What follows belongs to an exercise in optimizing a design on an open flow for small area; a production flow would make more cautious choices. Function was checked by simulation only, so behaviour that the tests miss may differ from the original. No activity file was given, so power comes from the tool's default toggle rates.

File: design/flow/design.v
`timescale 1ns / 1ps
module flexible_clock(input clk, input rst, output en_1h, output en_10h, output en_1k);
    reg [4:0] c26;
    reg [11:0] c2500;
    reg [3:0] c10;
    assign en_1k = (c26 == 5'd0);
    assign en_10h = (c2500 == 12'd0);
    assign en_1h = en_10h && (c10 == 4'd0);
    always @ (posedge clk) begin
        if (rst) begin
            c26 <= 0;
            c2500 <= 0;
            c10 <= 0;
        end else begin
            c26 <= (c26 == 5'd25) ? 5'd0 : c26 + 5'd1;
            c2500 <= (c2500 == 12'd2499) ? 12'd0 : c2500 + 12'd1;
            if (c2500 == 12'd2499) c10 <= (c10 == 4'd9) ? 4'd0 : c10 + 4'd1;
        end
    end
endmodule
`timescale 1ns / 1ps
module lsfr_32bit(input clk, input rst, input en, output reg [3:0] out);
    reg [31:0] tempOut;
    wire random = tempOut[31] ^ tempOut[21] ^ tempOut[1] ^ tempOut[0];
    wire [4:0] v = {out, 1'b0} + {4'd0, random} + (tempOut[31] ? 5'd7 : 5'd0);
    wire [4:0] v1 = (v >= 5'd22) ? v - 5'd22 : (v >= 5'd11) ? v - 5'd11 : v;
    always @ (posedge clk) begin
        if (rst) begin
            tempOut <= 1;
            out <= 1;
        end else if (en) begin
            tempOut <= {tempOut[30:0], random};
            out <= v1[3:0];
        end
    end
endmodule
`timescale 1ns / 1ps
module lfsr_12(
    input RST,
    input CLK,
    input EN,
    output reg [11:0] Q
    );
    always @ (posedge CLK) begin
        if (RST) begin
            Q <= 0;
        end
        else if (EN) begin
            Q <= { Q[10:6], ~(Q[5]^Q[11]), Q[4], ~(Q[3]^Q[11]), Q[2:0], Q[11] };
        end
    end
endmodule
`timescale 1ns / 1ps
module get_shot_result(
    input rng_rst,
    input en_10hz,
    input clk_25m,
    input [6:0] ball_x,
    output reg scored
    );
    wire [11:0] q;
    lfsr_12 ran_gen (rng_rst, clk_25m, en_10hz, q);
    wire [5:0] s = q[3:0] + q[7:4] + q[11:8];
    reg [2:0] m5;
    always @ (*) begin
        case (s)
            6'd0, 6'd5, 6'd10, 6'd15, 6'd20, 6'd25, 6'd30, 6'd35, 6'd40, 6'd45: m5 = 3'd0;
            6'd1, 6'd6, 6'd11, 6'd16, 6'd21, 6'd26, 6'd31, 6'd36, 6'd41: m5 = 3'd1;
            6'd2, 6'd7, 6'd12, 6'd17, 6'd22, 6'd27, 6'd32, 6'd37, 6'd42: m5 = 3'd2;
            6'd3, 6'd8, 6'd13, 6'd18, 6'd23, 6'd28, 6'd33, 6'd38, 6'd43: m5 = 3'd3;
            default: m5 = 3'd4;
        endcase
    end
    wire [3:0] r10 = (m5[0] == q[0]) ? {1'b0, m5} : {1'b0, m5} + 4'd5;
    reg [3:0] d10;
    always @ (*) begin
        if (ball_x >= 7'd120) d10 = 12;
        else if (ball_x >= 7'd110) d10 = 11;
        else if (ball_x >= 7'd100) d10 = 10;
        else if (ball_x >= 7'd90) d10 = 9;
        else if (ball_x >= 7'd80) d10 = 8;
        else if (ball_x >= 7'd70) d10 = 7;
        else if (ball_x >= 7'd60) d10 = 6;
        else if (ball_x >= 7'd50) d10 = 5;
        else if (ball_x >= 7'd40) d10 = 4;
        else if (ball_x >= 7'd30) d10 = 3;
        else if (ball_x >= 7'd20) d10 = 2;
        else if (ball_x >= 7'd10) d10 = 1;
        else d10 = 0;
    end
    always @ (posedge clk_25m) begin
        if (rng_rst) scored <= 0;
        else scored <= (d10 >= r10);
    end
endmodule
`timescale 1ns / 1ps
module left_right_toggler(
    input btnL,
    input btnR,
    input clk,
    input rst,
    input started,
    output reg [1:0] state
    );
    reg [32:0] debounce_counter;
    always @(posedge clk) begin
      if (rst) begin
        debounce_counter <= 0;
        state <= 0;
      end else begin
        if (btnL || btnR)
            debounce_counter <= debounce_counter + 1;
        else
            debounce_counter <= 0;
        if (debounce_counter == 33'd2000 && !started) begin
            if (btnL && state != 2'd0)
                state <= state - 2'd1;
            else if (btnR && state < 2'd2)
                state <= state + 2'd1;
        end
      end
    end
endmodule
`timescale 1ns / 1ps
module start_screen(
    input [6:0] x,
    input [5:0] y,
    input clk,
    input btnL,
    input btnR,
    input btnC,
    input reset,
    input rst,
    output reg [2:0] oled_data,
    output reg started,
    output reg [1:0] difficulty
    );
    localparam [2:0] black = 3'd0, white = 3'd1, orange = 3'd3, red = 3'd4, green = 3'd5, yellow = 3'd6;
    wire [1:0] difficulty_state;
    left_right_toggler difficulty_menu (.btnL(btnL),.btnR(btnR),.clk(clk),.rst(rst),.state(difficulty_state),.started(started));
    reg [32:0] debounce_counter;
    wire signed [8:0] sx = {2'b00, x};
    wire signed [8:0] sy = {3'b000, y};
    wire signed [8:0] dxc = sx - 9'sd47;
    wire signed [8:0] dxr = sx - 9'sd95;
    wire signed [8:0] dy = sy - 9'sd31;
    wire [13:0] dx2c = dxc * dxc;
    wire [13:0] dx2l = sx * sx;
    wire [13:0] dx2r = dxr * dxr;
    wire [13:0] dy2 = dy * dy;
    wire [14:0] fc = dx2c + dy2;
    wire [14:0] fl = dx2l + dy2;
    wire [14:0] fr = dx2r + dy2;
    wire circ = (fc > 60 && fc < 68) || (fl > 390 && fl < 410) || (fr > 390 && fr < 410);
    wire cline = (x == 7'd47) && y > 9 && y < 52;
    wire keys = (x > 0 && x < 10 && y > 22 && y < 24) || (x > 0 && x < 10 && y > 40 && y < 42) || (x > 8 && x < 11 && y > 22 && y < 42)
             || (x > 85 && x < 95 && y > 22 && y < 24) || (x > 85 && x < 95 && y > 40 && y < 42) || (x > 82 && x < 85 && y > 22 && y < 42);
    wire easy = (x > 30 && x < 37 && ((y > 50 && y < 52) || (y > 54 && y < 56) || (y > 58 && y < 60))) || (x > 30 && x < 33 && y > 50 && y < 60);
    wire signed [8:0] xmy = sx - sy;
    wire [7:0] xpy = x + y;
    wire mdm = (x > 42 && x < 45 && y > 50 && y < 60) || (xmy > -9'sd10 && xmy < -9'sd6 && x > 42 && x < 47)
               || (xpy > 100 && xpy < 104 && x > 47 && x < 52) || (x > 50 && x < 53 && y > 50 && y < 60);
    wire hard = (x > 58 && x < 61 && y > 50 && y < 60) || (x > 65 && x < 68 && y > 50 && y < 60) || (x > 58 && x < 68 && y > 54 && y < 56);
    wire sel = y > 60 && y < 63 && ((x > 30 && x < 37 && difficulty_state == 2'd0) || (x > 42 && x < 53 && difficulty_state == 2'd1)
                                   || (x > 58 && x < 68 && difficulty_state == 2'd2));
    always @ (posedge clk) begin
      if (rst) begin
        oled_data <= black;
        started <= 0;
        debounce_counter <= 0;
        difficulty <= 0;
      end else begin
        oled_data <= sel ? black : hard ? red : mdm ? yellow : easy ? green : (cline || circ || keys) ? white : orange;
        if (reset) started <= 0;
        if (started == 0) begin
            if (btnC)
                debounce_counter <= debounce_counter + 1;
            else
                debounce_counter <= 0;
            if (debounce_counter == 33'd2000)
                started <= 1;
        end
        difficulty <= difficulty_state;
      end
    end
endmodule
`timescale 1ns / 1ps
module end_screen(
    input [6:0] x,
    input [5:0] y,
    input clk,
    input btnC,
    input win,
    input reset,
    input rst,
    output reg [2:0] oled_data,
    output reg restart
    );
    localparam [2:0] black = 3'd0, red = 3'd4, green = 3'd5, brown = 3'd7;
    reg [31:0] debounce;
    wire signed [9:0] sx = {3'b000, x};
    wire signed [9:0] sy = {4'b0000, y};
    wire signed [9:0] x2py = 2*sx + sy;
    wire signed [9:0] ym2x = sy - 2*sx;
    wire signed [9:0] ymx = sy - sx;
    wire signed [9:0] ypx = sy + sx;
    wire G = (x > 27 && x < 37 && y > 10 && y < 13) || (x > 27 && x < 30 && y > 10 && y < 20) || (x > 27 && x < 37 && y > 18 && y < 20)
          || (x > 34 && x < 37 && y > 15 && y < 20) || (x > 32 && x < 37 && y > 15 && y < 18);
    wire A = (x2py > 90 && x2py < 96 && x > 37 && x < 42) || (ym2x < -72 && ym2x > -76 && x >= 42 && x < 47)
          || (x > 37 && x < 47 && y > 13 && y < 15);
    wire M = (x > 47 && x < 50 && y > 10 && y < 20) || (x > 54 && x < 57 && y > 10 && y < 20)
          || (ymx < -35 && ymx > -39 && x > 47 && x < 52) || (ypx > 65 && ypx < 69 && x > 52 && x < 57);
    wire E1 = (x > 57 && x < 67 && y > 10 && y < 13) || (x > 57 && x < 60 && y > 10 && y < 20)
           || (x > 57 && x < 67 && y > 14 && y < 17) || (x > 57 && x < 67 && y > 18 && y < 20);
    wire O = (x > 27 && x < 36 && y > 21 && y < 23) || (x > 27 && x < 29 && y > 21 && y < 30)
          || (x > 27 && x < 36 && y > 27 && y < 30) || (x > 34 && x < 36 && y > 21 && y < 30);
    wire V = (ym2x > -54 && ym2x < -50 && x > 36 && x < 42) || (x2py > 112 && x2py < 116 && x > 41 && x < 46);
    wire E2 = (x > 48 && x < 57 && y > 21 && y < 24) || (x > 48 && x < 57 && y > 24 && y < 26)
           || (x > 48 && x < 57 && y > 28 && y < 30) || (x > 48 && x < 50 && y > 21 && y < 30);
    wire R = (x > 58 && x < 67 && y > 21 && y < 24) || (x > 58 && x < 60 && y > 21 && y < 30)
          || (x > 58 && x < 67 && y > 24 && y < 26) || (x > 65 && x < 67 && y > 21 && y < 26)
          || (ymx < -31 && ymx > -35 && x > 58 && x < 67);
    wire W = (ymx > 11 && ymx < 15 && x > 27 && x < 37) || (ypx > 85 && ypx < 89 && x > 37 && x < 47)
          || (ymx > -9 && ymx < -5 && x > 47 && x < 57) || (ypx > 105 && ypx < 109 && x > 57 && x < 67);
    wire L = (x > 45 && x < 49 && y > 40 && y < 50) || (x > 45 && x < 55 && y > 47 && y < 50);
    always @ (posedge clk) begin
      if (rst) begin
        oled_data <= black;
        restart <= 0;
        debounce <= 0;
      end else begin
        if (win && W) oled_data <= green;
        else if (!win && L) oled_data <= red;
        else if (G || A || M || E1 || O || V || E2 || R) oled_data <= black;
        else oled_data <= brown;
        if (reset) begin
            if (btnC) debounce <= debounce + 1;
            else debounce <= 0;
            if (debounce >= 2000) restart <= 1;
        end else restart <= 0;
      end
    end
endmodule
`timescale 1ns / 1ps
module score_tracker(
    input show_top_score,
    input clk_25Mhz_seg,
    input rst,
    input en,
    output reg [6:0] seg,
    output reg [3:0] an,
    input [5:0] score_player,
    input [5:0] score_ai
    );
    reg [5:0] highScore;
    reg [2:0] an_state;
    function [6:0] seg7(input [3:0] d);
        case (d)
            4'd0: seg7 = 7'b1000000;
            4'd1: seg7 = 7'b1111001;
            4'd2: seg7 = 7'b0100100;
            4'd3: seg7 = 7'b0110000;
            4'd4: seg7 = 7'b0011001;
            4'd5: seg7 = 7'b0010010;
            4'd6: seg7 = 7'b0000010;
            4'd7: seg7 = 7'b1111000;
            4'd8: seg7 = 7'b0000000;
            default: seg7 = 7'b0010000;
        endcase
    endfunction
    function [7:0] bcd(input [5:0] v);
        reg [5:0] u;
        begin
            u = (v >= 60) ? v - 6'd60 : (v >= 50) ? v - 6'd50 : (v >= 40) ? v - 6'd40 :
                (v >= 30) ? v - 6'd30 : (v >= 20) ? v - 6'd20 : (v >= 10) ? v - 6'd10 : v;
            bcd[7:4] = (v >= 60) ? 4'd6 : (v >= 50) ? 4'd5 : (v >= 40) ? 4'd4 : (v >= 30) ? 4'd3 : (v >= 20) ? 4'd2 : (v >= 10) ? 4'd1 : 4'd0;
            bcd[3:0] = u[3:0];
        end
    endfunction
    wire top_digit = show_top_score ? (an_state == 3'd2 || an_state == 3'd1) : !an_state[2];
    wire [5:0] v = show_top_score ? highScore : an_state[1] ? score_player : score_ai;
    wire [7:0] b = bcd(v);
    wire tens = show_top_score ? an_state[1] : an_state[0];
    always @ (posedge clk_25Mhz_seg) begin
      if (rst) begin
        seg <= 7'b1111111;
        an <= 4'b1111;
        highScore <= 0;
        an_state <= 3;
      end else if (en) begin
        an_state <= an_state - 1;
        if (score_player > highScore) highScore <= score_player;
        if (top_digit) begin
            seg <= seg7(tens ? b[7:4] : b[3:0]);
            case (an_state[1:0])
                2'd3: an <= 4'b0111;
                2'd2: an <= 4'b1011;
                2'd1: an <= 4'b1101;
                default: an <= 4'b1110;
            endcase
        end
      end
    end
endmodule
`timescale 1ns / 1ps
module display_bball_court(
    input [6:0] x,
    input [5:0] y,
    input clk,
    input rst,
    output reg [2:0] oled_data
    );
    localparam [2:0] black = 3'd0, white = 3'd1, blue = 3'd2, orange = 3'd3, red = 3'd4;
    always @ (posedge clk) begin
      if (rst) oled_data <= black;
      else begin
        if (x > 93 && y > 40 && y <= 60) oled_data <= white;
        else if (x > 93 && y > 30 && y <= 40) oled_data <= black;
        else if (x > 89 && y > 38 && y < 42) oled_data <= red;
        else if (y > 60) oled_data <= orange;
        else if (x < 2 && y > 40) oled_data <= white;
        else if (x < 2 && y > 30) oled_data <= black;
        else if (x < 6 && y > 38 && y < 42) oled_data <= red;
        else oled_data <= blue;
      end
    end
endmodule
`timescale 1ns / 1ps
module dunk_animation(
    input [6:0] x,
    input [5:0] y,
    input clk,
    input run,
    input rst,
    output reg [2:0] oled_data,
    output reg [1:0] animation_frame
    );
    localparam [2:0] black = 3'd0, white = 3'd1, blue = 3'd2, orange = 3'd3, red = 3'd4;
    reg [12:0] frame_rate_counter;
    wire wrap = (frame_rate_counter == 5000 - 1);
    wire [1:0] frame_next = run ? (wrap ? animation_frame + 2'd1 : animation_frame) : 2'd0;
    wire [1:0] f = run ? animation_frame : 2'd0;
    reg ball;
    always @ (*) begin
        case (f)
            2'd0: ball = x > 35 && x < 45 && y > 0 && y < 10;
            2'd1: ball = x > 35 && x < 45 && y > 10 && y < 20;
            2'd2: ball = x > 35 && x < 45 && y > 20 && y < 30;
            default: ball = x > 35 && x < 45 && y > 30 && y < 40;
        endcase
    end
    wire hoop_red = x > 30 && x < 50 && y > 20 && y < 25;
    wire hoop_black = (x > 50 && x < 53 && y > 0 && y < 22) || (x > 48 && x < 50 && y > 22 && y < 40)
                   || (x > 40 && x < 43 && y > 22 && y < 40) || (x > 30 && x < 33 && y > 22 && y < 40)
                   || (x > 30 && x < 53 && y > 28 && y < 30) || (x > 30 && x < 53 && y > 34 && y < 37);
    wire hoop_white = x > 50 && x < 53 && y > 22 && y < 63;
    always @ (posedge clk) begin
      if (rst) begin
        oled_data <= black;
        frame_rate_counter <= 0;
        animation_frame <= 0;
      end else begin
        frame_rate_counter <= (run && !wrap) ? frame_rate_counter + 1'b1 : 0;
        animation_frame <= frame_next;
        oled_data <= hoop_red ? red : hoop_black ? black : hoop_white ? white : ball ? orange : blue;
      end
    end
endmodule
`timescale 1ns / 1ps
module miss_animation(
    input [6:0] x,
    input [5:0] y,
    input clk,
    input run,
    input rst,
    output reg [2:0] oled_data,
    output reg [1:0] animation_frame
    );
    localparam [2:0] black = 3'd0, white = 3'd1, blue = 3'd2, orange = 3'd3, red = 3'd4;
    reg [13:0] frame_rate_counter;
    wire wrap = (frame_rate_counter == 10000 - 1);
    wire [1:0] frame_next = run ? (wrap ? animation_frame + 2'd1 : animation_frame) : 2'd0;
    wire [1:0] f = frame_next;
    reg ball;
    always @ (*) begin
        case (f)
            2'd0: ball = x > 5 && x < 15 && y > 10 && y < 20;
            2'd1: ball = x > 15 && x < 25 && y > 0 && y < 10;
            2'd2: ball = x > 25 && x < 35 && y > 10 && y < 20;
            default: ball = x > 15 && x < 25 && y > 0 && y < 10;
        endcase
    end
    wire hoop_red = x > 30 && x < 50 && y > 20 && y < 25;
    wire hoop_black = (x > 50 && x < 53 && y > 0 && y < 22) || (x > 48 && x < 50 && y > 22 && y < 40)
                   || (x > 40 && x < 43 && y > 22 && y < 40) || (x > 30 && x < 33 && y > 22 && y < 40)
                   || (x > 30 && x < 53 && y > 28 && y < 30) || (x > 30 && x < 53 && y > 34 && y < 37);
    wire hoop_white = x > 50 && x < 53 && y > 22 && y < 63;
    always @ (posedge clk) begin
      if (rst) begin
        oled_data <= black;
        frame_rate_counter <= 0;
        animation_frame <= 0;
      end else begin
        frame_rate_counter <= (run && !wrap) ? frame_rate_counter + 1'b1 : 0;
        animation_frame <= frame_next;
        oled_data <= hoop_red ? red : hoop_black ? black : hoop_white ? white : ball ? orange : blue;
      end
    end
endmodule
`timescale 1ns / 1ps
module score_animation(
    input [6:0] x,
    input [5:0] y,
    input clk,
    input run,
    input rst,
    output reg [2:0] oled_data,
    output reg [1:0] animation_frame
    );
    localparam [2:0] black = 3'd0, white = 3'd1, blue = 3'd2, orange = 3'd3, red = 3'd4;
    reg [13:0] frame_rate_counter;
    wire wrap = (frame_rate_counter == 10000 - 1);
    wire [1:0] frame_next = run ? (wrap ? animation_frame + 2'd1 : animation_frame) : 2'd0;
    wire [1:0] f = frame_next;
    reg ball;
    always @ (*) begin
        case (f)
            2'd0: ball = x > 15 && x < 25 && y > 10 && y < 20;
            2'd1: ball = x > 25 && x < 35 && y > 0 && y < 10;
            2'd2: ball = x > 35 && x < 45 && y > 10 && y < 20;
            default: ball = x > 35 && x < 45 && y > 30 && y < 40;
        endcase
    end
    wire hoop_red = x > 30 && x < 50 && y > 20 && y < 25;
    wire hoop_black = (x > 50 && x < 53 && y > 0 && y < 22) || (x > 48 && x < 50 && y > 22 && y < 40)
                   || (x > 40 && x < 43 && y > 22 && y < 40) || (x > 30 && x < 33 && y > 22 && y < 40)
                   || (x > 30 && x < 53 && y > 28 && y < 30) || (x > 30 && x < 53 && y > 34 && y < 37);
    wire hoop_white = x > 50 && x < 53 && y > 22 && y < 63;
    always @ (posedge clk) begin
      if (rst) begin
        oled_data <= black;
        frame_rate_counter <= 0;
        animation_frame <= 0;
      end else begin
        frame_rate_counter <= (run && !wrap) ? frame_rate_counter + 1'b1 : 0;
        animation_frame <= frame_next;
        oled_data <= hoop_red ? red : hoop_black ? black : hoop_white ? white : ball ? orange : blue;
      end
    end
endmodule
`timescale 1ns / 1ps
module player(
    input [6:0] x,
    input [5:0] y,
    input [6:0] player_locx,
    input [5:0] player_locy,
    input clk,
    input rst,
    output reg [1:0] oled_data
    );
    wire inx = x >= player_locx && {1'b0, x} <= {1'b0, player_locx} + 8'd2;
    wire [6:0] ly = {1'b0, player_locy};
    always @(posedge clk) begin
        if (rst) oled_data <= 2'd0;
        else if (inx && y >= player_locy && {1'b0, y} <= ly + 7'd2) oled_data <= 2'd1;
        else if (inx && {1'b0, y} >= ly + 7'd3 && {1'b0, y} < ly + 7'd8) oled_data <= 2'd2;
    end
endmodule
`timescale 1ns / 1ps
module Top_Student (input clk, input rst, input btnC, btnU, btnL, btnR, btnD, input [12:0] pixel_index,
    output reg [15:0] pixel_data, output reg [9:0] led, output [6:0] seg, output [3:0] an);
    wire clk_25m = clk;
    wire en_1h;
    wire en_10h;
    wire en_1k;
    localparam [3:0] C_BLACK = 4'd0, C_ORANGE = 4'd11;
    reg [3:0] oled_data;
    always @ (*) begin
        case (oled_data)
            4'd0: pixel_data = 16'b00000_000000_00000;
            4'd1: pixel_data = 16'b11111_111111_11111;
            4'd2: pixel_data = 16'b00001_101011_11010;
            4'd3: pixel_data = 16'b11101_011110_00001;
            4'd4: pixel_data = 16'b11100_000111_00010;
            4'd5: pixel_data = 16'b00010_100101_00001;
            4'd6: pixel_data = 16'b11010_110110_00001;
            4'd7: pixel_data = 16'b10100_011001_00001;
            4'd8: pixel_data = 16'b11110_110101_10101;
            4'd9: pixel_data = 16'b00000_000000_11111;
            4'd10: pixel_data = 16'b00000_111111_00000;
            default: pixel_data = 16'b11111_100000_00000;
        endcase
    end
    wire [7:0] h = pixel_index[12:5];
    reg [5:0] row;
    reg [1:0] hm3;
    always @ (*) begin
        row = h / 3;
        hm3 = h - 3 * row;
    end
    wire [6:0] col = {hm3, pixel_index[4:0]};
    reg [5:0] game_timer;
    wire [2:0] start_screen_data;
    wire [2:0] end_screen_data;
    wire [2:0] bball_court_data;
    wire [2:0] scored_screen_data;
    wire [2:0] missed_screen_data;
    wire [2:0] dunked_screen_data;
    wire game_started;
    wire game_restart;
    wire [25:0] gravity = 90;
    wire [5:0] arc_max_height = (63 - 40);
    reg [10:0] player_speed;
    reg [12:0] ball_initial_grav;
    reg [5:0] player_row;
    reg [5:0] player_row_cur;  
    reg [6:0] player_col;
    wire [5:0] hoop_height = (63 - 20);
    wire [6:0] hoop_width = 3;
    wire [5:0] player_jump_max_height = 20;
    reg [4:0] player_curr_jump;
    wire [3:0] player_height = 8;
    wire [1:0] player_width = 2;
    reg [5:0] player_hand_row;
    wire [1:0] ball_height = 1;
    wire [1:0] ball_width = 1;
    reg [6:0] ball_col;
    reg [5:0] ball_posvert_difference;
    reg [5:0] ball_negvert_difference;
    reg [6:0] initial_ball_col;
    reg [6:0] initial_ball_row;
    reg [5:0] ball_posvert_counter;
    reg [11:0] ball_row;
    reg [6:0] distance_to_basket;
    reg is_shot;
    reg playerHasBall;
    reg player_is_jumping;
    reg [25:0] player_jump_speed;
    reg [10:0] player_grav;
    reg [13:0] ball_grav;
    reg player_direction;  
    reg playerHasScored;
    wire playerHasScoredTemp;
    wire [1:0] aiState;
    wire [1:0] diffLevel;
    wire [6:0] shootingRange;
    wire [6:0] defendRange;
    wire [6:0] attackRange;
    wire [6:0] aggressiveness;
    wire isAggressive;
    wire canSteal;
    wire [2:0] stealChance;
    reg aiHasBall, isLooseBall, reset, canScore;
    reg aiDirection;  
    reg [6:0] aiLeft;
    wire [6:0] aiRight = aiLeft + 7'd2;    
    reg [5:0] aiTop;
    wire [5:0] aiBottom = aiTop + 6'd8;    
    reg [6:0] aiDistanceToBasket;
    reg aiShotBall;
    wire aiHasScored;
    reg aiIsJumping;
    reg aiShotResult;
    wire [5:0] aiMaxJumpHeight;
    reg [5:0] aiCurrHeight;
    reg [25:0] aiJumpSpeed;
    reg [25:0] aiGrav;
    reg [31:0] counter;
    wire [3:0] randomCounter;
    wire [31:0] aiSpeed;
    wire [31:0] boost;
    parameter defending = 2'b00;
    parameter attacking = 2'b01;
    parameter shooting = 2'b10;
    parameter waiting = 2'b11;
    parameter easy = 2'b00;
    parameter normal = 2'b01;
    parameter hard = 2'b10;
    parameter left = 1;
    parameter right = 0;
    reg [31:0] ballSpeed;
    reg [5:0] aiScore;
    reg [5:0] playerScore;
    reg outcome;  
    reg game_end;
    reg resetGame;
    reg isDunkAni;
    reg isShootAni;
    reg isMissAni;
    wire [1:0] dunkFrame;
    wire [1:0] missFrame;
    wire [1:0] shootFrame;
    wire [1:0] player_data;
    wire [1:0] ai_data;
    wire [3:0] player_code = {|player_data, 2'b00, player_data[1]};    
    wire [3:0] ai_code = {|ai_data, 1'b0, ai_data[1], 1'b0};            
    reg playerShotResult;
    reg [6:0] playerShotPos;
    flexible_clock time_base (.clk(clk), .rst(rst), .en_1h(en_1h), .en_10h(en_10h), .en_1k(en_1k));
    lsfr_32bit ai_rng_unit (.clk(clk), .rst(rst), .en(en_1h), .out(randomCounter));
    start_screen start_unit (.x(col), .y(row), .clk(clk), .rst(rst), .btnL(btnL), .btnR(btnR), .btnC(btnD), .oled_data(start_screen_data),
                             .started(game_started), .difficulty(diffLevel), .reset(resetGame));
    end_screen end_unit (.x(col), .y(row), .clk(clk), .rst(rst), .btnC(btnD), .win(outcome), .oled_data(end_screen_data), .restart(game_restart), .reset(game_end));
    score_tracker score_tracker_unit (.show_top_score(!game_started), .clk_25Mhz_seg(clk), .rst(rst), .en(en_1k), .seg(seg[6:0]), .an(an), .score_player(playerScore), .score_ai(aiScore));
    get_shot_result score_unit (.rng_rst(rst), .en_10hz(en_10h), .clk_25m(clk), .ball_x(player_col), .scored(playerHasScoredTemp));
    display_bball_court bball_court (.x(col), .y(row), .clk(clk), .rst(rst), .oled_data(bball_court_data));
    dunk_animation dunk (.x(col), .y(row), .clk(clk), .rst(rst), .run(isDunkAni), .oled_data(dunked_screen_data), .animation_frame(dunkFrame));
    miss_animation miss (.x(col), .y(row), .clk(clk), .rst(rst), .run(isMissAni), .oled_data(missed_screen_data), .animation_frame(missFrame));
    score_animation score (.x(col), .y(row), .clk(clk), .rst(rst), .run(isShootAni), .oled_data(scored_screen_data), .animation_frame(shootFrame));
    player player_unit (.x(col), .y(row), .player_locx(player_col), .player_locy(player_row), .clk(clk), .rst(rst), .oled_data(player_data));
    player ai_unit (.x(col), .y(row), .player_locx(aiLeft), .player_locy(aiTop), .clk(clk), .rst(rst), .oled_data(ai_data));
    always @ (posedge clk) begin
      if (rst) begin
        game_timer <= 59;
        led = 10'b0;
      end else if (en_1h) begin
        if (!game_started) begin
            game_timer <= 59;
            led[9:0] = 10'b1111111111;
        end
        else begin
            if (game_timer <= 9) begin
                led[game_timer] = 1'b0;
            end
            if (game_timer > 0) begin
                game_timer <= game_timer - 1;
            end
        end
      end
    end
    always @ (posedge clk_25m) begin
      player_row_cur = player_row;
      if (rst) begin
        player_speed <= 0;
        ball_initial_grav <= 0;
        player_row <= 52;
        player_col <= 15;
        player_curr_jump <= 0;
        player_hand_row <= 0;
        ball_col <= 0;
        ball_posvert_difference <= 0;
        ball_negvert_difference <= 0;
        initial_ball_col <= 0;
        initial_ball_row <= 0;
        ball_posvert_counter <= 0;
        ball_row <= 0;
        distance_to_basket <= 0;
        is_shot <= 0;
        playerHasBall <= 1;
        player_is_jumping <= 0;
        player_jump_speed <= 0;
        player_grav <= 0;
        ball_grav <= 0;
        player_direction <= 0;
        aiLeft <= 90;
        aiTop <= 52;
        aiDistanceToBasket <= 0;
        aiShotBall <= 0;
        aiIsJumping <= 0;
        aiShotResult <= 0;
        aiCurrHeight <= 0;
        aiJumpSpeed <= 0;
        aiGrav <= 0;
        counter <= 0;
        ballSpeed <= 0;
        aiScore <= 0;
        playerScore <= 0;
        outcome <= 0;
        game_end <= 0;
        resetGame <= 0;
        isDunkAni <= 0;
        isShootAni <= 0;
        isMissAni <= 0;
        playerShotResult <= 0;
        playerShotPos <= 0;
        playerHasScored <= 0;
        aiHasBall <= 0;
        isLooseBall <= 0;
        reset <= 0;
        canScore <= 0;
        aiDirection <= 0;
        oled_data <= 0;
      end else begin
        counter <= counter + 1;
        player_jump_speed <= (player_jump_speed == 10 + player_grav) ? 0 : player_jump_speed + 1;
        ballSpeed <= (ballSpeed == 1 + ball_grav) ? 0 : ballSpeed + 1;
        aiJumpSpeed <= (aiJumpSpeed == 10 + aiGrav) ? 0 : aiJumpSpeed + 1;
        player_speed <= (player_speed == 1033) ? 0 : player_speed + 1;
        player_hand_row <= player_row + 2;
        if (~game_started && ~game_end) begin
            oled_data <= {1'b0, start_screen_data};
            resetGame <= 0;
            aiScore <= 0;
            playerScore <= 0;
            reset <= 1;
            playerHasBall <= 1;
            is_shot <= 0;
            aiIsJumping <= 0;
            aiShotBall <= 0;
            aiHasBall <= 0;
            isLooseBall <= 0;
            aiShotResult <= 0;
            ball_grav <= 0;
            player_grav <= 0;
            aiGrav <= 0;
            distance_to_basket <= 0;
            ball_posvert_counter <= 0;
            ball_negvert_difference <= 0;
            ball_posvert_difference <= 0;
            ball_initial_grav <= 0;
            playerShotResult <= 0;
        end
        else if (game_started && !game_end) begin
            if (game_timer == 0 && !is_shot && !aiShotBall && !aiCurrHeight && !player_curr_jump && !aiIsJumping && !player_is_jumping) begin
                outcome <= aiScore > playerScore ? 0 : 1;
                game_end <= 1;
            end
            if (reset) begin
                reset <= 0;
                aiLeft <= 90;
                player_col <= 15;
                isLooseBall <= 0;
                isDunkAni <= 0;
                isShootAni <= 0;
                isMissAni <= 0;
                canScore <= 0;
                aiShotResult <= 0;
                playerShotResult <= 0;
                player_row <= 52;
            end
            if (!reset) begin
                oled_data <= {1'b0, bball_court_data};
                if (row >= player_row && row <= player_row + player_height && col >= player_col && col <= player_col + player_width) begin
                    oled_data <= player_code;
                end    
                if (row >= player_hand_row && row <= player_hand_row + ball_height && col >= player_col + player_width && col <= player_col + player_width + ball_width && player_direction == 0 && playerHasBall) begin
                    ball_col <= player_col + player_width;
                    initial_ball_col <= ball_col;
                    ball_row <= player_hand_row;
                    initial_ball_row <= ball_row;
                    distance_to_basket <= (95 - ball_col);
                    oled_data <= C_ORANGE;
                end
                else if (row >= player_hand_row && row <= player_hand_row + ball_height && col >= player_col - ball_width && col <= player_col && player_direction == 1 && playerHasBall) begin
                    ball_col <= player_col + player_width;
                    initial_ball_col <= ball_col;
                    ball_row <= player_hand_row;
                    initial_ball_row <= ball_row;
                    distance_to_basket <= (95 - ball_col);            
                    oled_data <= C_ORANGE;
                end
                else if (is_shot && row >= ball_row && row <= ball_row + ball_height && col >= ball_col && col <= ball_col + ball_width) begin
                    oled_data <= C_ORANGE;
                end
                if (btnR && btnL) begin
                end
                else if (player_speed == 1033 && btnR) begin
                    player_col <= (player_col + player_width + ball_width == 95) ? 92 : player_col + 1;
                    player_direction <= 0;
                end
                else if (player_speed == 1033 && btnL) begin
                    player_col <= (player_col - ball_width == 0) ? 1 : player_col - 1;
                    player_direction <= 1;
                end
                if (btnU && player_curr_jump == 0) begin
                    player_is_jumping <= 1;
                end
                if (player_is_jumping) begin
                    if (player_jump_speed == 0) begin
                        player_grav <= player_grav + gravity;
                        player_curr_jump <= player_curr_jump + 1;
                        player_row <= (player_row == 0) ? 0 : player_row - 1;
                    end     
                    if (player_curr_jump == player_jump_max_height) begin
                        player_is_jumping <= 0;
                    end
                end
                else if (player_jump_speed == 0 && ~player_is_jumping) begin
                    player_grav <= (player_grav == 0) ? 0 : player_grav - gravity;
                    player_row_cur = (player_row + player_height == 60) ? 52 : player_row + 1;
                    player_row <= player_row_cur;
                    if (player_row_cur == 52) begin
                        player_curr_jump <= 0;
                        player_grav <= 0;
                    end
                end
                if (btnC && playerHasBall) begin
                    is_shot <= 1;
                    if (playerHasScoredTemp) begin
                        playerHasScored <= 1;
                        playerShotPos <= player_col + player_width;
                    end else begin
                        playerHasScored <= 0;
                    end
                    playerHasBall <= 0;
                    isLooseBall <= 1;
                    aiHasBall <= 0;
                end
                if (is_shot) begin
                    if (ballSpeed == 0) begin
                        ball_posvert_difference <= (initial_ball_row < hoop_height) ? hoop_height - initial_ball_row : 0;
                        ball_initial_grav <= (initial_ball_row < hoop_height) ? (hoop_height - initial_ball_row) * gravity * 2 : 0;
                        ball_negvert_difference <= (initial_ball_row > hoop_height) ? initial_ball_row - hoop_height : 0;
                        if (ball_col < (distance_to_basket / 2) + initial_ball_col + ball_negvert_difference / 2 - ball_posvert_difference / 2) begin
                            ball_grav <= ball_initial_grav + gravity * ball_posvert_counter;
                            ball_posvert_counter <= ball_posvert_counter + 1;
                            ball_row <= ball_row - 1;
                        end
                        else begin
                            ball_grav <= (ball_grav <= 0) ? 0 : (ball_grav - gravity);
                            ball_row <= ball_row + 1;                
                        end
                    end
                    if (player_speed == 1033) begin
                        ball_col <= (ball_col + ball_width >= 92) ? 92 : ball_col + 1;
                    end
                    if (ball_col >= 92) begin
                        if (playerShotResult == 0) begin
                            playerShotResult <= 1;
                            if (playerHasScored) begin
                                if (playerShotPos > 85) isDunkAni <= 1;
                                else isShootAni <= 1;
                            end else isMissAni <= 1;
                        end
                        if (dunkFrame == 3 || shootFrame == 3 || missFrame == 3) begin
                            if (dunkFrame == 3 || shootFrame == 3) playerScore <= playerScore + 1;
                            playerHasBall <= 0;
                            aiHasBall <= 1;
                            is_shot <= 0;
                            ball_grav <= 0;
                            ball_posvert_counter <= 0;
                            isLooseBall <= 0;
                            reset <= 1;
                            isDunkAni <= 0;
                            isMissAni <= 0;
                            isShootAni <= 0;
                            playerShotResult <= 0;
                            playerHasScored <= 0;
                            if (game_timer == 0) begin
                                outcome <= aiScore > playerScore ? 0 : 1;
                                game_end <= 1;
                            end
                        end
                    end
                end
                if (~playerHasBall && ~is_shot && ~aiShotBall && btnD && player_row_cur + player_height >= ball_row && player_row_cur <= ball_row + ball_height && player_col <= ball_col + ball_width && player_col + player_width >= ball_col) begin
                    playerHasBall <= 1;
                    aiHasBall <= 0;
                end
                if (aiState == defending) begin
                    if (counter >= aiSpeed) begin  
                        counter <= 0;
                        if ((aiLeft < player_col + defendRange && aiRight < 95)) begin  
                            aiLeft <= aiLeft + 1;
                            aiDirection <= right;
                        end else if ((aiLeft > player_col + player_width + defendRange && aiRight > 48) || (player_direction == left && player_col + player_width < 30)) begin
                            aiLeft <= aiLeft - 1;
                            aiDirection <= left;
                        end
                    end
                    if (row >= aiTop && row <= aiBottom && col >= aiLeft && col <= aiRight) begin  
                        oled_data <= ai_code;
                    end
                    if (canSteal && (aiLeft <= player_col + player_width && aiLeft >= player_col || aiRight <= player_col + player_width && aiRight >= player_col) &&
                        aiTop <= ball_row)  
                    begin
                        playerHasBall <= 0;
                        aiHasBall <= 1;
                    end
                end else if (aiState == attacking) begin
                    if (row >= aiTop && row <= aiBottom && col >= aiLeft - 1 && col <= aiRight + 1) begin  
                        if (row >= aiTop && row <= aiBottom && col >= aiLeft && col <= aiRight) oled_data <= ai_code;
                        if (aiDirection == left && row >= aiTop + 2 && row <= aiTop + 3 && col >= aiLeft - 1 && col <= aiLeft && ~aiShotBall) begin
                            ball_col <= aiLeft - 1;
                            ball_row <= aiTop + 2;
                            initial_ball_col <= ball_col;
                            aiDistanceToBasket <= ball_col;
                            initial_ball_row <= ball_row;
                            oled_data <= C_ORANGE;
                        end else if (aiDirection == right && row >= aiTop + 2 && row <= aiTop + 3 && col >= aiRight && col <= aiRight + 1 && ~aiShotBall) begin
                            ball_col <= aiRight;
                            ball_row <= aiTop + 2;
                            initial_ball_col <= ball_col;
                            aiDistanceToBasket <= ball_col;
                            initial_ball_row <= ball_row;                            
                            oled_data <= C_ORANGE;
                        end
                    end
                    if (counter >= aiSpeed - boost * isAggressive) begin  
                        counter <= 0;
                        if (aiLeft < player_col + player_width + attackRange || aiLeft > 80 || player_col + player_width <= 50 || isAggressive) begin
                            aiLeft <= aiLeft - 1;
                            aiDirection <= left;
                        end else begin
                            aiLeft <= aiLeft + 1;
                            aiDirection <= right;
                        end
                    end
                    if ((aiLeft <= shootingRange && player_col + player_width < aiLeft - 2) && !isAggressive) begin  
                        canScore <= 1;
                        aiIsJumping <= 1;
                    end
                    else if (aiLeft <= 20 - attackRange) begin
                        canScore <= 1;
                    end
                end else if (aiState == shooting) begin
                    if (aiLeft <= 20 - attackRange) begin  
                        if (aiShotResult == 0) begin
                            aiShotResult <= 1;
                            if (aiHasScored) begin
                                aiScore <= aiScore + 1;
                                isDunkAni <= 1;
                            end else begin
                                isMissAni <= 1;
                            end
                        end
                        if (isDunkAni) oled_data <= {1'b0, dunked_screen_data};
                        else if (isMissAni) oled_data <= {1'b0, missed_screen_data};
                        if (dunkFrame == 3 || missFrame == 3) begin
                            canScore <= 0;
                            playerHasBall <= 1;
                            aiHasBall <= 0;
                            reset <= 1;
                            isDunkAni <= 0;
                            isMissAni <= 0;
                            aiShotResult <= 0;
                            if (game_timer == 0) begin
                                outcome <= aiScore > playerScore ? 0 : 1;
                                game_end <= 1;
                            end
                        end
                    end else begin  
                        if (row >= aiTop && row <= aiBottom && col >= aiLeft && col <= aiRight) oled_data <= ai_code;
                        if (row >= ball_row && row <= ball_row + ball_height && col >= ball_col && col <= ball_col + ball_width) oled_data <= C_ORANGE;
                    end
                end else if (aiState == waiting) begin
                    if (row >= aiTop && row <= aiBottom && col >= aiLeft && col <= aiRight) oled_data <= ai_code;  
                end
                if (aiIsJumping) begin
                    if (aiJumpSpeed == 0) begin
                        aiGrav <= aiGrav + gravity;
                        aiTop <= aiTop - 1;
                        ball_row <= aiTop + 2;
                        initial_ball_row <= ball_row;                            
                        ball_col <= aiLeft - 1;
                        aiDistanceToBasket <= ball_col;
                        aiCurrHeight <= aiCurrHeight + 1;
                    end
                    if (aiCurrHeight == aiMaxJumpHeight) begin
                        aiIsJumping <= 0;
                        if (aiHasBall) begin
                            aiShotBall <= 1;
                        end
                    end
                end else if (aiJumpSpeed == 0 && ~aiIsJumping) begin
                    aiGrav <= aiGrav <= 0 ? 0 : aiGrav - gravity;
                    if (aiTop < 52) begin
                        aiTop <= aiTop + 1;
                    end else begin
                        aiGrav <= 0;
                        aiCurrHeight <= 0;
                    end
                end
                if (aiShotBall) begin
                    if (ballSpeed == 0) begin
                        ball_posvert_difference <= (initial_ball_row < hoop_height) ? hoop_height - initial_ball_row : 0;
                        ball_initial_grav <= (initial_ball_row < hoop_height) ? (hoop_height - initial_ball_row) * gravity * 2 : 0;
                        ball_negvert_difference <= (initial_ball_row > hoop_height) ? initial_ball_row - hoop_height : 0;
                        if (ball_col > (aiDistanceToBasket / 2) - ball_negvert_difference / 2 + ball_posvert_difference / 2) begin
                            ball_grav <= ball_initial_grav + gravity * ball_posvert_counter;
                            ball_posvert_counter <= ball_posvert_counter + 1;
                            ball_row <= ball_row - 1;
                        end
                        else begin
                            ball_grav <= (ball_grav <= 0) ? 0 : (ball_grav - gravity);
                            ball_row <= ball_row + 1;                
                        end
                    end
                    if (player_speed == 1033) begin
                        ball_col <= (ball_col == 0) ? 0 : ball_col - 1;
                    end                
                        if (ball_col <= 3) begin
                            if (aiShotResult == 0) begin
                                aiShotResult <= 1;
                                if (aiHasScored) begin
                                    aiScore <= aiScore + 1;
                                    isShootAni <= 1;
                                end else begin
                                    isMissAni <= 1;
                                end
                            end
                            if (shootFrame == 3 || missFrame == 3) begin
                                playerHasBall <= 1;
                                aiHasBall <= 0;
                                aiShotBall <= 0;
                                canScore <= 0;
                                ball_grav <= 0;
                                ball_posvert_counter <= 0;                                
                                reset <= 1;
                                isShootAni <= 0;
                                isMissAni <= 0;
                                aiShotResult <= 0;
                                if (game_timer == 0) begin
                                    outcome <= aiScore > playerScore ? 0 : 1;
                                    game_end <= 1;
                                end
                            end
                        end
                    if (isShootAni) oled_data <= {1'b0, scored_screen_data};
                    else if (isMissAni) oled_data <= {1'b0, missed_screen_data};
                end
                if (is_shot) begin
                    if (isShootAni) oled_data <= {1'b0, scored_screen_data};
                    else if (isDunkAni) oled_data <= {1'b0, dunked_screen_data};
                    else if (isMissAni) oled_data <= {1'b0, missed_screen_data};
                end
            end
        end
        else if (game_end) begin
            oled_data <= {1'b0, end_screen_data};
            if (game_restart) begin
                resetGame <= 1;
                game_end <= 0;
            end
        end
      end
    end
    assign shootingRange = diffLevel == easy ? 40 : diffLevel == normal ? 50 : diffLevel == hard ? 55 : 40;
    assign defendRange = diffLevel == easy ? 7 : diffLevel == normal ? 3 : diffLevel == hard ? 1 : 8;
    assign attackRange = diffLevel == easy ? 8 : diffLevel == normal ? 5 : diffLevel == hard ? 3 : 8;
    assign aiHasScored = canScore ? diffLevel == easy ? randomCounter <= 3 : diffLevel == normal ? randomCounter <= 6 :
                         diffLevel == hard ? randomCounter <= 9 : 0 : 0;
    assign aggressiveness = diffLevel == easy ? 0 : diffLevel == normal ? 3 : diffLevel == hard ? 6 : 0;
    assign isAggressive = diffLevel == easy ? 0 : randomCounter <= aggressiveness ? 1 : 0;
    assign stealChance = diffLevel == easy ? 0 : diffLevel == normal ? 3 : diffLevel == hard ? 6 : 0;
    assign canSteal = diffLevel == easy ? 0 : randomCounter <= stealChance ? 1 : 0;
    assign boost = diffLevel == easy ? 0 : diffLevel == normal ? 50 : diffLevel == hard ? 100 : 0;
    assign aiMaxJumpHeight = diffLevel == easy ? 15 : diffLevel == normal ? 18 : diffLevel == hard ? 22 : 15;
    assign aiSpeed = diffLevel == easy ? 1233 : diffLevel == normal ? 1033 : diffLevel == hard ? 833 : 1233;
    assign aiState = playerHasBall ? defending : aiHasBall ? canScore ? shooting : attacking : isLooseBall ? waiting : defending;
endmodule
File: design/flow/run.sh
#!/bin/bash
# synth_recipe.tcl (not shown) runs the flow's synth.tcl, then flattens the netlist and writes it again
# the make line also repeats each setting of config.mk as NAME=value (left out here)
make -C /OpenROAD-flow-scripts/flow DESIGN_CONFIG=/design/flow/config.mk WORK_HOME=/design/flow/orfs CLKGATE_MAP_FILE= SYNTH_SCRIPT=/design/flow/synth_recipe.tcl finish
File: design/flow/config.mk
export PLATFORM = sky130hd
export DESIGN_NAME = Top_Student
export DESIGN_NICKNAME = Top_Student
export VERILOG_FILES = /design/flow/design.v
export SDC_FILE = /design/flow/constraint.sdc
export NUM_CORES = 4
export LEC_CHECK = 0
export ABC_AREA = 1
export CAP_MARGIN = 20
export CORE_MARGIN = 2
export CORE_UTILIZATION = 40
export CTS_BUF_LIST = sky130_fd_sc_hd__clkbuf_8
export CTS_CLUSTER_SIZE = 20
export SLEW_MARGIN = 20
File: design/flow/constraint.sdc
create_clock -name core_clock -period 35.0 [get_ports {clk}]
set_input_delay 7.0000 -clock core_clock [delete_from_list [all_inputs] [get_ports {clk}]]
set_output_delay 7.0000 -clock core_clock [all_outputs]
set_load 0.01 [all_outputs]
==> results of run 1 <==
-- worst max-delay path: cells and delay by family --
kind            cells  cell delay [ns]
simple gates       36             6.16
fa+ha+maj           9             3.49
compound gates     13             1.98
buf+inv            11             1.77
xor+xnor            2             0.45
-- per-layer routing --
layer | part of all wire [%] | up-vias | global-route usage [%]
li1 | - | 28000 | -
met1 | 46 | 26100 | 31.9
met2 | 44 | 1617 | 38.3
met3 | 6.7 | 290 | 4.13
met4 | 2.5 | 2 | 6.32
met5 | 0.0074 | - | 0
-- where the power goes --
part / internal [mW] / switching, mW
clock network: 0.404 / 0.340
registers: 0.719 / 0.0172
logic: 1.35 / 2.06
-- cell type report --
class                      count  share of cell area [%]
clock buffer                 139                    3.04
tap                         1903                    3.78
sequential                   610                    19.4
inverter                    1437                    8.58
clock inverter                58                   0.752
timing repair buffer         126                    1.74
multi-input combinational   6117                    62.7
antenna                        5                  0.0199
-- Yosys cell counts (56+ instances only) --
library cell / count
sky130_fd_sc_hd__xor2_1: 281
sky130_fd_sc_hd__a31oi_1: 64
sky130_fd_sc_hd__o211ai_1: 100
sky130_fd_sc_hd__nand3_1: 362
sky130_fd_sc_hd__nor4_1: 89
sky130_fd_sc_hd__inv_1: 1403
sky130_fd_sc_hd__a211oi_1: 58
sky130_fd_sc_hd__nand2_1: 1176
sky130_fd_sc_hd__clkbuf_1: 192
sky130_fd_sc_hd__nor3b_1: 56
sky130_fd_sc_hd__fa_1: 176
sky130_fd_sc_hd__o21ai_0: 578
sky130_fd_sc_hd__nand4_1: 129
sky130_fd_sc_hd__ha_1: 675
sky130_fd_sc_hd__dfxtp_1: 610
sky130_fd_sc_hd__nor2_1: 940
sky130_fd_sc_hd__xnor2_1: 85
sky130_fd_sc_hd__a21oi_1: 668
sky130_fd_sc_hd__nor3_1: 211
-- worst min-delay path by stage --
stage	cells after the start	to	slack (ns)	startpoint
finish	1	start_unit.debounce_counter[32]	0.45	start_unit.debounce_counter[32]
CTS	1	miss.frame_rate_counter[0]	0.45	miss.frame_rate_counter[0]
global route	1	start_unit.debounce_counter[32]	0.47	start_unit.debounce_counter[32]
detailed placement	1	miss.frame_rate_counter[0]	0.44	miss.frame_rate_counter[0]
global placement	1	dunk.frame_rate_counter[0]	0.43	dunk.frame_rate_counter[0]
floorplan	1	miss.frame_rate_counter[0]	0.42	miss.frame_rate_counter[0]
-- metrics by stage --
| stage | instances | setup WS (ns) |
|---|---|---|
| after CTS | 10400 | 14.91 |
| final | 10400 | 14.84 |
| after global placement | 10200 | 14.38 |
| after global routing | 10400 | 13.80 |
| after floorplan | 8385 | 17.48 |
| after detailed placement | 10200 | 14.03 |
-- kinds of logic (layout without fill, tap and decap cells) --
family          count (synthesis)  in the layout  share of synthesized area, %
fa+ha+maj                     851            851                          20.7
simple gates                 3074           3074                          23.3
buf+inv                      1658           1760                          10.8
flops                         610            610                          21.1
mux                             2              2                        0.0346
compound gates               1822           1822                          18.5
other cells                     1              7                       0.00648
xor+xnor                      366            366                          5.54
-- state kept, by name (all words and copies together) (netlist names), 10 cells and up --
| signal | count |
|---|---|
| led | 10 |
| ball_grav | 14 |
| player_jump_speed | 26 |
| ball_row | 12 |
| player_speed | 11 |
| miss.frame_rate_counter | 14 |
| ballSpeed | 32 |
| ai_rng_unit.tempOut | 32 |
| ball_initial_grav | 13 |
| aiGrav | 25 |
| start_unit.difficulty_menu.debounce_counter | 33 |
| counter | 32 |
| score.frame_rate_counter | 14 |
| player_grav | 10 |
| dunk.frame_rate_counter | 13 |
| score_unit.ran_gen.Q | 12 |
| time_base.c2500 | 12 |
| aiJumpSpeed | 26 |
| end_unit.debounce | 32 |
| start_unit.debounce_counter | 33 |
==> summary.txt, run 1 <==
# TYPE chip_impl_metric gauge
chip_impl_metric{name="postCtsSetupBuffers",unit=""} 0
chip_impl_info{name="clock_tree_from_tritoncts",value="done"} 1
chip_impl_info{name="yosys-top-cells-area",value="sky130_fd_sc_hd__dfxtp_1 21%, sky130_fd_sc_hd__ha_1 15%, sky130_fd_sc_hd__inv_1 9.1%"} 1
chip_impl_metric{name="dr.first_iter.drc_count",unit=""} 4504
chip_impl_metric{name="boundaryPins",unit=""} 57
chip_impl_info{name="run_status",value="timing/DRC/antenna clean"} 1
chip_impl_metric{name="layout.cell_area.non_filler",unit="sq um"} 62900
chip_impl_info{name="worstSetupStartpoint",value="pixel_index[12]"} 1
chip_impl_info{name="mostFrequentLayoutCells",value="1425 x sky130_fd_sc_hd__inv_1, 1176 x sky130_fd_sc_hd__nand2_1, 938 x sky130_fd_sc_hd__nor2_1, 675 x sky130_fd_sc_hd__ha_1, 668 x sky130_fd_sc_hd__a21oi_1"} 1
chip_impl_metric{name="final-max-slew-violation-count",unit=""} 0
chip_impl_info{name="r2r_end",value="ball_row[4]"} 1
chip_impl_metric{name="drt-vias-per-instance",unit=""} 5.38
chip_impl_metric{name="timing.hold.ws",unit="ns"} 0.452
chip_impl_info{name="clockRootBuffer",value="sky130_fd_sc_hd__clkbuf_8"} 1
chip_impl_info{name="critPathCaptureType",value="register"} 1
chip_impl_metric{name="final_setup_tns",unit="ns"} 0
chip_impl_metric{name="multiInputGateArea",unit="sq um"} 39400
chip_impl_metric{name="cts.path.max_buffers",unit=""} 3
chip_impl_metric{name="finalWeightedCongestion",unit=""} 0.970
chip_impl_metric{name="max-cap-violations",unit=""} 0
chip_impl_metric{name="maximum_number_of_pins_on_one_net_before_global_route_repair",unit=""} 76
chip_impl_info{name="setup.worst_path.start_class",value="input port"} 1
chip_impl_metric{name="postCtsResizedCells",unit=""} 0
chip_impl_metric{name="synth_sequential_area_ratio",unit="%"} 21.1
chip_impl_metric{name="vdd_ir_drop_max",unit="mV"} 0.211
chip_impl_metric{name="min_period_over_period",unit="%"} 57.6
chip_impl_metric{name="async_reset_ff_share",unit="%"} 0
chip_impl_metric{name="post-route-min-period",unit="ns"} 20.16
chip_impl_metric{name="die_h",unit="um"} 384
chip_impl_metric{name="grt_antenna_before_repair",unit=""} 5
chip_impl_metric{name="r2r_cells",unit=""} 22
chip_impl_metric{name="clkLatencyLatePin",unit="ns"} 0.86
chip_impl_metric{name="achievable-frequency",unit="GHz"} 0.0496
chip_impl_metric{name="placed_cell_area",unit="sq um"} 60500
chip_impl_metric{name="start_util",unit="%"} 40.3
chip_impl_metric{name="clkTransAtPathRegs",unit="ns"} 0.07
chip_impl_metric{name="full_die_area",unit="sq um"} 148000
chip_impl_metric{name="ff2ff_setup_slack",unit="ns"} 28.01
chip_impl_metric{name="routed-via-count",unit=""} 55900
chip_impl_metric{name="power.density",unit="nW/um^2"} 77.8
chip_impl_metric{name="tightest_slew",unit="ns"} 1.11
chip_impl_metric{name="worstPathRequired",unit="ns"} 35.74
chip_impl_metric{name="synthCells",unit=""} 8384
chip_impl_metric{name="final_hold_viol_count",unit=""} 0
chip_impl_metric{name="numPortBuffers",unit=""} 56
chip_impl_metric{name="synth.avg_cell_area",unit="sq um"} 6.90
chip_impl_metric{name="global_route.usage.total",unit="%"} 23.5
chip_impl_metric{name="layout.filler_cells",unit=""} 15000
chip_impl_metric{name="yosysUniqueCellTypes",unit=""} 78
chip_impl_metric{name="yosys.area.top_type_share",unit="%"} 21.1
chip_impl_info{name="critical_path.endpoint",value="start_unit.oled_data[1]"} 1
chip_impl_info{name="worstSetupPathType",value="input port to register"} 1
chip_impl_metric{name="wirelength",unit="mm"} 177
chip_impl_metric{name="cts_num_sinks",unit=""} 610
chip_impl_metric{name="register_area",unit="sq um"} 12200
chip_impl_metric{name="post-dp-hpwl",unit="mm"} 134
chip_impl_metric{name="drt_pre_antenna_iters",unit=""} 8
chip_impl_metric{name="final_layout_size_suffix_gt1_share",unit="%"} 4.21
chip_impl_metric{name="postSynthRegisterBits",unit=""} 610
chip_impl_metric{name="area_growth_syn_to_layout",unit="%"} 8.72
chip_impl_metric{name="die_width",unit="um"} 384
chip_impl_info{name="layout_commonest_cell",value="sky130_fd_sc_hd__inv_1"} 1
chip_impl_metric{name="synth_area",unit="sq um"} 57900
chip_impl_metric{name="count_of_unresolved_drc_violations_after_routing",unit=""} 0
chip_impl_info{name="holdCritPathClass",value="register to register"} 1
chip_impl_metric{name="first_global_vias",unit=""} 53400
chip_impl_metric{name="cts_hold_buf",unit=""} 0
chip_impl_metric{name="placement_rows",unit=""} 139
chip_impl_metric{name="relSlewSlack",unit="%"} 24.1
chip_impl_metric{name="detail-route-antenna-nets",unit=""} 0
chip_impl_metric{name="cp_data_arrival_time",unit="ns"} 20.90
chip_impl_metric{name="fin_nets",unit=""} 9276
chip_impl_metric{name="grt_overflow",unit=""} 0
chip_impl_metric{name="synth_enable_flop_cells",unit=""} 0
chip_impl_metric{name="post-route-util",unit="%"} 43.8
chip_impl_metric{name="htree_levels",unit=""} 3
chip_impl_metric{name="cpPeakStageDelay",unit="ns"} 0.60
chip_impl_metric{name="static-leakage-power",unit="nW"} 28.2
chip_impl_metric{name="setup_violations",unit=""} 0
chip_impl_metric{name="design.core.area",unit="sq um"} 144000
chip_impl_metric{name="crit_fanout",unit=""} 30
chip_impl_info{name="synthDominantAreaCellType",value="sky130_fd_sc_hd__dfxtp_1"} 1
chip_impl_metric{name="cts_inserted_buffers",unit=""} 113
chip_impl_info{name="cp_common_cell",value="sky130_fd_sc_hd__nand2_1"} 1
chip_impl_info{name="reg2reg_from",value="aiLeft[0]"} 1
chip_impl_metric{name="total_power_draw",unit="mW"} 4.89
chip_impl_metric{name="wire_length_of_the_first_global_routing_pass",unit="mm"} 285
chip_impl_info{name="crit_slowest_cell",value="sky130_fd_sc_hd__clkdlybuf4s50_1"} 1
chip_impl_metric{name="final.setup_skew",unit="ns"} 0.0360
chip_impl_info{name="rsz0062_at_grt",value="false"} 1
chip_impl_metric{name="post_drt_wl_per_cell",unit="um"} 17.0
chip_impl_info{name="most_used_flip_flop_cell_after_synthesis",value="sky130_fd_sc_hd__dfxtp_1"} 1
chip_impl_metric{name="ys_warn_count",unit=""} 14
==> run 2, diff against run 1 <==
==> design/flow/config.mk (replaced) <==
export PLATFORM = sky130hd
export DESIGN_NAME = Top_Student
export DESIGN_NICKNAME = Top_Student
export VERILOG_FILES = /design/flow/design.v
export SDC_FILE = /design/flow/constraint.sdc
export NUM_CORES = 4
export LEC_CHECK = 0
export CAP_MARGIN = 20
export CORE_MARGIN = 2
export CORE_UTILIZATION = 40
export SLEW_MARGIN = 20
==> summary.txt, run 2 <==
# TYPE chip_impl_metric gauge
chip_impl_info{name="run_status",value="timing/DRC/antenna clean"} 1
chip_impl_metric{name="layout.cell_area.non_filler",unit="sq um"} 61700
chip_impl_metric{name="multiInputGateArea",unit="sq um"} 41100
chip_impl_metric{name="cp_data_arrival_time",unit="ns"} 19.14
chip_impl_metric{name="power.density",unit="nW/um^2"} 82.7
chip_impl_metric{name="synth.avg_cell_area",unit="sq um"} 7.77
chip_impl_metric{name="wire_length_of_the_first_global_routing_pass",unit="mm"} 269
chip_impl_info{name="most_used_flip_flop_cell_after_synthesis",value="sky130_fd_sc_hd__dfxtp_1"} 1
chip_impl_metric{name="grt_antenna_before_repair",unit=""} 3
chip_impl_metric{name="final_setup_tns",unit="ns"} 0
chip_impl_metric{name="cts_inserted_buffers",unit=""} 76
chip_impl_info{name="worstSetupPathType",value="input port to register"} 1
chip_impl_info{name="reg.largest.list",value="start_unit.debounce_counter x33, start_unit.difficulty_menu.debounce_counter x33"} 1
chip_impl_info{name="r2r_end",value="aiLeft[6]"} 1
chip_impl_info{name="layout_commonest_cell",value="sky130_fd_sc_hd__nor2_1"} 1
chip_impl_metric{name="synthCells",unit=""} 7309
chip_impl_metric{name="numPortBuffers",unit=""} 56
chip_impl_metric{name="post_drt_wl_per_cell",unit="um"} 18.3
chip_impl_metric{name="synth_xor_xnor_area_share",unit="%"} 9.64
chip_impl_metric{name="relSlewSlack",unit="%"} 21.8
chip_impl_info{name="clock_tree_from_tritoncts",value="done"} 1
chip_impl_metric{name="instances_no_fill",unit=""} 9159
chip_impl_metric{name="r2r_cells",unit=""} 26
chip_impl_metric{name="die_width",unit="um"} 381
chip_impl_metric{name="tightest_slew",unit="ns"} 1.16
chip_impl_metric{name="maximum_number_of_pins_on_one_net_before_global_route_repair",unit=""} 70
chip_impl_metric{name="cts.path.max_buffers",unit=""} 3
chip_impl_info{name="crit_slowest_cell",value="sky130_fd_sc_hd__clkdlybuf4s50_1"} 1
chip_impl_metric{name="boundaryPins",unit=""} 57
chip_impl_metric{name="synth_area",unit="sq um"} 56800
chip_impl_metric{name="crit_fanout",unit=""} 17
chip_impl_info{name="setup.worst_path.start_class",value="input port"} 1
chip_impl_metric{name="postCtsSetupBuffers",unit=""} 0
chip_impl_metric{name="timing.hold.ws",unit="ns"} 0.440
chip_impl_metric{name="power.switching",unit="mW"} 2.35
chip_impl_metric{name="yosysUniqueCellTypes",unit=""} 100
chip_impl_info{name="rsz0062_at_grt",value="false"} 1
chip_impl_metric{name="placed_cell_area",unit="sq um"} 59100
chip_impl_metric{name="global_route.usage.total",unit="%"} 22.4
chip_impl_metric{name="yosys.area.top_type_share",unit="%"} 21.5
chip_impl_metric{name="async_reset_ff_share",unit="%"} 0
chip_impl_metric{name="setup_violations",unit=""} 0
chip_impl_metric{name="first_global_vias",unit=""} 49700
chip_impl_info{name="mostFrequentLayoutCells",value="862 x sky130_fd_sc_hd__nor2_1, 675 x sky130_fd_sc_hd__ha_1, 614 x sky130_fd_sc_hd__nand2_1, 609 x sky130_fd_sc_hd__dfxtp_1, 603 x sky130_fd_sc_hd__inv_1"} 1
chip_impl_metric{name="final.setup_skew",unit="ns"} 0.0345
chip_impl_metric{name="static-leakage-power",unit="nW"} 25.4
chip_impl_metric{name="final_layout_size_suffix_gt1_share",unit="%"} 4.14
chip_impl_metric{name="wirelength",unit="mm"} 167
chip_impl_info{name="worstHoldEndpoint",value="ai_rng_unit.tempOut[11]"} 1
chip_impl_metric{name="start_util",unit="%"} 40.2
chip_impl_metric{name="post-route-min-period",unit="ns"} 18.57
chip_impl_metric{name="cpPeakStageDelay",unit="ns"} 0.80
chip_impl_metric{name="max-cap-violations",unit=""} 0
chip_impl_metric{name="cts_num_sinks",unit=""} 610
chip_impl_metric{name="ff2ff_setup_slack",unit="ns"} 28.39
chip_impl_info{name="synth_common_cells",value="863 x sky130_fd_sc_hd__nor2_1, 675 x sky130_fd_sc_hd__ha_1, 615 x sky130_fd_sc_hd__nand2_1"} 1
chip_impl_metric{name="post_synth_and_or_nand_nor_area_fraction",unit="%"} 21.5
chip_impl_metric{name="drt-vias-per-instance",unit=""} 5.65
chip_impl_metric{name="cts_hold_buf",unit=""} 0
chip_impl_metric{name="total_power_draw",unit="mW"} 5.10
chip_impl_metric{name="design.core.area",unit="sq um"} 141000
chip_impl_metric{name="htree_levels",unit=""} 3
chip_impl_metric{name="place.detailed.instances",unit=""} 9025
chip_impl_metric{name="area_growth_syn_to_layout",unit="%"} 8.66
chip_impl_metric{name="dr.first_iter.drc_count",unit=""} 3965
chip_impl_metric{name="drt_pre_antenna_iters",unit=""} 6
chip_impl_info{name="clockRootBuffer",value="sky130_fd_sc_hd__clkbuf_16"} 1
chip_impl_metric{name="grt_overflow",unit=""} 0
chip_impl_metric{name="postSynthRegisterBits",unit=""} 610
chip_impl_metric{name="post-dp-hpwl",unit="mm"} 124
chip_impl_metric{name="final-max-slew-violation-count",unit=""} 0
chip_impl_metric{name="min_period_over_period",unit="%"} 53.1
chip_impl_metric{name="vdd_ir_drop_max",unit="mV"} 0.207
chip_impl_metric{name="detail-route-antenna-nets",unit=""} 0
chip_impl_metric{name="hold_path_depth",unit=""} 2
chip_impl_metric{name="final_hold_viol_count",unit=""} 0
chip_impl_metric{name="swShare",unit="%"} 46.2
chip_impl_metric{name="layout.filler_cells",unit=""} 14300
chip_impl_metric{name="achievable-frequency",unit="GHz"} 0.0538
chip_impl_info{name="worstHoldStart",value="ai_rng_unit.tempOut[10]"} 1
chip_impl_metric{name="clock_power_share",unit="%"} 16.0
chip_impl_info{name="reg2reg_from",value="start_unit.difficulty[0]"} 1
chip_impl_metric{name="synth.area.mux_share",unit="%"} 2.17
chip_impl_metric{name="comb_power_share",unit="%"} 69.8
chip_impl_metric{name="count_of_unresolved_drc_violations_after_routing",unit=""} 0
chip_impl_metric{name="synth_enable_flop_cells",unit=""} 0
chip_impl_metric{name="synth_compound_gate_area_share",unit="%"} 17.9
chip_impl_metric{name="register_area",unit="sq um"} 12200
chip_impl_metric{name="internal-power",unit="mW"} 2.75
chip_impl_info{name="critPathCaptureType",value="register"} 1
chip_impl_info{name="largest_family_of_logic_cells_by_synthesized_area",value="simple AND/OR/NAND/NOR gates"} 1
chip_impl_metric{name="die_h",unit="um"} 381
chip_impl_metric{name="placement_rows",unit=""} 138
chip_impl_metric{name="clkTransAtPathRegs",unit="ns"} 0.06
chip_impl_metric{name="post_synthesis_share_of_cell_area_spent_on_full_adders_half_adders_and_majority_gates",unit="%"} 21.1
chip_impl_info{name="synthMostInstantiatedCell",value="sky130_fd_sc_hd__nor2_1"} 1
chip_impl_metric{name="fin_nets",unit=""} 8084
chip_impl_metric{name="full_die_area",unit="sq um"} 145000
chip_impl_metric{name="routed-via-count",unit=""} 51700
chip_impl_info{name="synthDominantAreaCellType",value="sky130_fd_sc_hd__dfxtp_1"} 1
chip_impl_info{name="yosys-top-cells-area",value="sky130_fd_sc_hd__dfxtp_1 22%, sky130_fd_sc_hd__ha_1 15%, sky130_fd_sc_hd__fa_1 6.2%"} 1
chip_impl_metric{name="postCtsResizedCells",unit=""} 0
[run 2: cell count changes in the layout (fill, tap and decap cells not counted), moves of 86 or more]
cell / delta
sky130_fd_sc_hd__inv_1: -822
sky130_fd_sc_hd__a21o_1: +94
sky130_fd_sc_hd__a21oi_1: -147
sky130_fd_sc_hd__nor2b_1: +86
sky130_fd_sc_hd__o21ai_0: -256
sky130_fd_sc_hd__xnor2_1: +268
sky130_fd_sc_hd__nand2_1: -562
sky130_fd_sc_hd__and3_1: +88
sky130_fd_sc_hd__clkbuf_8: -127
sky130_fd_sc_hd__mux2i_1: +95
sky130_fd_sc_hd__nand3_1: -96
[run 2: per-stage QoR]
step           utilization [%]  setup slack (ns)
4_1_cts                   43.7             16.52
3_5_place_dp              41.9             15.82
5_1_grt                   43.7             15.68
2_1_floorplan                -             17.26
6_report                  43.7             16.43
3_3_place_gp              41.9             15.98
[run 2: power groups by stage]
| stage | clock (mW) | sequential, mW | combinational (mW) |
|---|---|---|---|
| after floorplan | 0 | 0.734 | 2.76 |
| after global placement | 0 | 0.739 | 3.49 |
| after detailed placement | 0 | 0.738 | 3.54 |
| after CTS | 0.839 | 0.723 | 3.57 |
| after global routing | 0.866 | 0.725 | 4.04 |
| final | 0.815 | 0.723 | 3.56 |
[run 2: worst max-delay path: cells and delay by family]
kind,cells,cell delay (ns)
fa+ha+maj,12,4.66
compound gates,12,3.28
simple gates,9,2.22
buf+inv,6,1.14
mux,1,0.41
xor+xnor,1,0.39
[run 2: per-layer routing]
| layer | part of all wire [%] | GRT usage, % |
|---|---|---|
| met1 | 46 | 30.5 |
| met2 | 45 | 36.7 |
| met3 | 6.0 | 3.21 |
| met4 | 2.9 | 6.78 |
| met5 | 0.0096 | 0 |
[run 2: cells by family (layout without fill, tap and decap cells)]
kind of cell / after synthesis / count (layout)
compound gates: 1595 / 1595
xor+xnor: 622 / 622
fa+ha+maj: 851 / 851
buf+inv: 927 / 884
flops: 610 / 610
mux: 119 / 119
other cells: 1 / 4
simple gates: 2584 / 2584
[run 2: cell type report]
class	instances	area share [%]
Clock buffer	100	3.44
Clock inverter	32	0.671
Tap cell	1890	3.83
Timing Repair Buffer	133	1.82
Sequential cell	610	19.8
Antenna cell	2	0.00811
Inverter	619	3.77
Multi-Input combinational cell	5773	66.7
[run 2: worst max-delay path by stage]
| stage | depth (start not counted) | start | end |
|---|---|---|---|
| global route | 42 | pixel_index[12] | start_unit.oled_data[1] |
| detailed placement | 42 | pixel_index[12] | start_unit.oled_data[1] |
| floorplan | 44 | pixel_index[11] | start_unit.oled_data[1] |
| global placement | 42 | pixel_index[12] | start_unit.oled_data[1] |
| CTS | 42 | pixel_index[12] | start_unit.oled_data[1] |
| finish | 41 | pixel_index[12] | start_unit.oled_data[1] |

static timing again, ports no longer ideal:
The results above use ideal ports. As a check the final layouts listed here were re-extracted and re-timed, cells and wires unchanged. Step 1 assumes that a clkbuf_16 drives the clock port and a buf_2 every other input. Step 2 also shifts input and output timing later by t, the mid clock arrival at the registers, as if the neighbouring blocks saw the same clock. Three values: ideal, step 1, step 2; two values: the first two.
run | t (ns) | setup WS [ns] | worst setup path after step 2
run 1 | 0.909 | 14.842 / 14.891 / 13.981 | input to register
run 2 | 0.748 | 16.426 / 16.481 / 15.733 | input to register
After both steps every run listed still meets setup and hold. For run 1, which loses most, drivers alone change the setup slack by +0.049 ns; drivers and shift together by -0.861 ns.
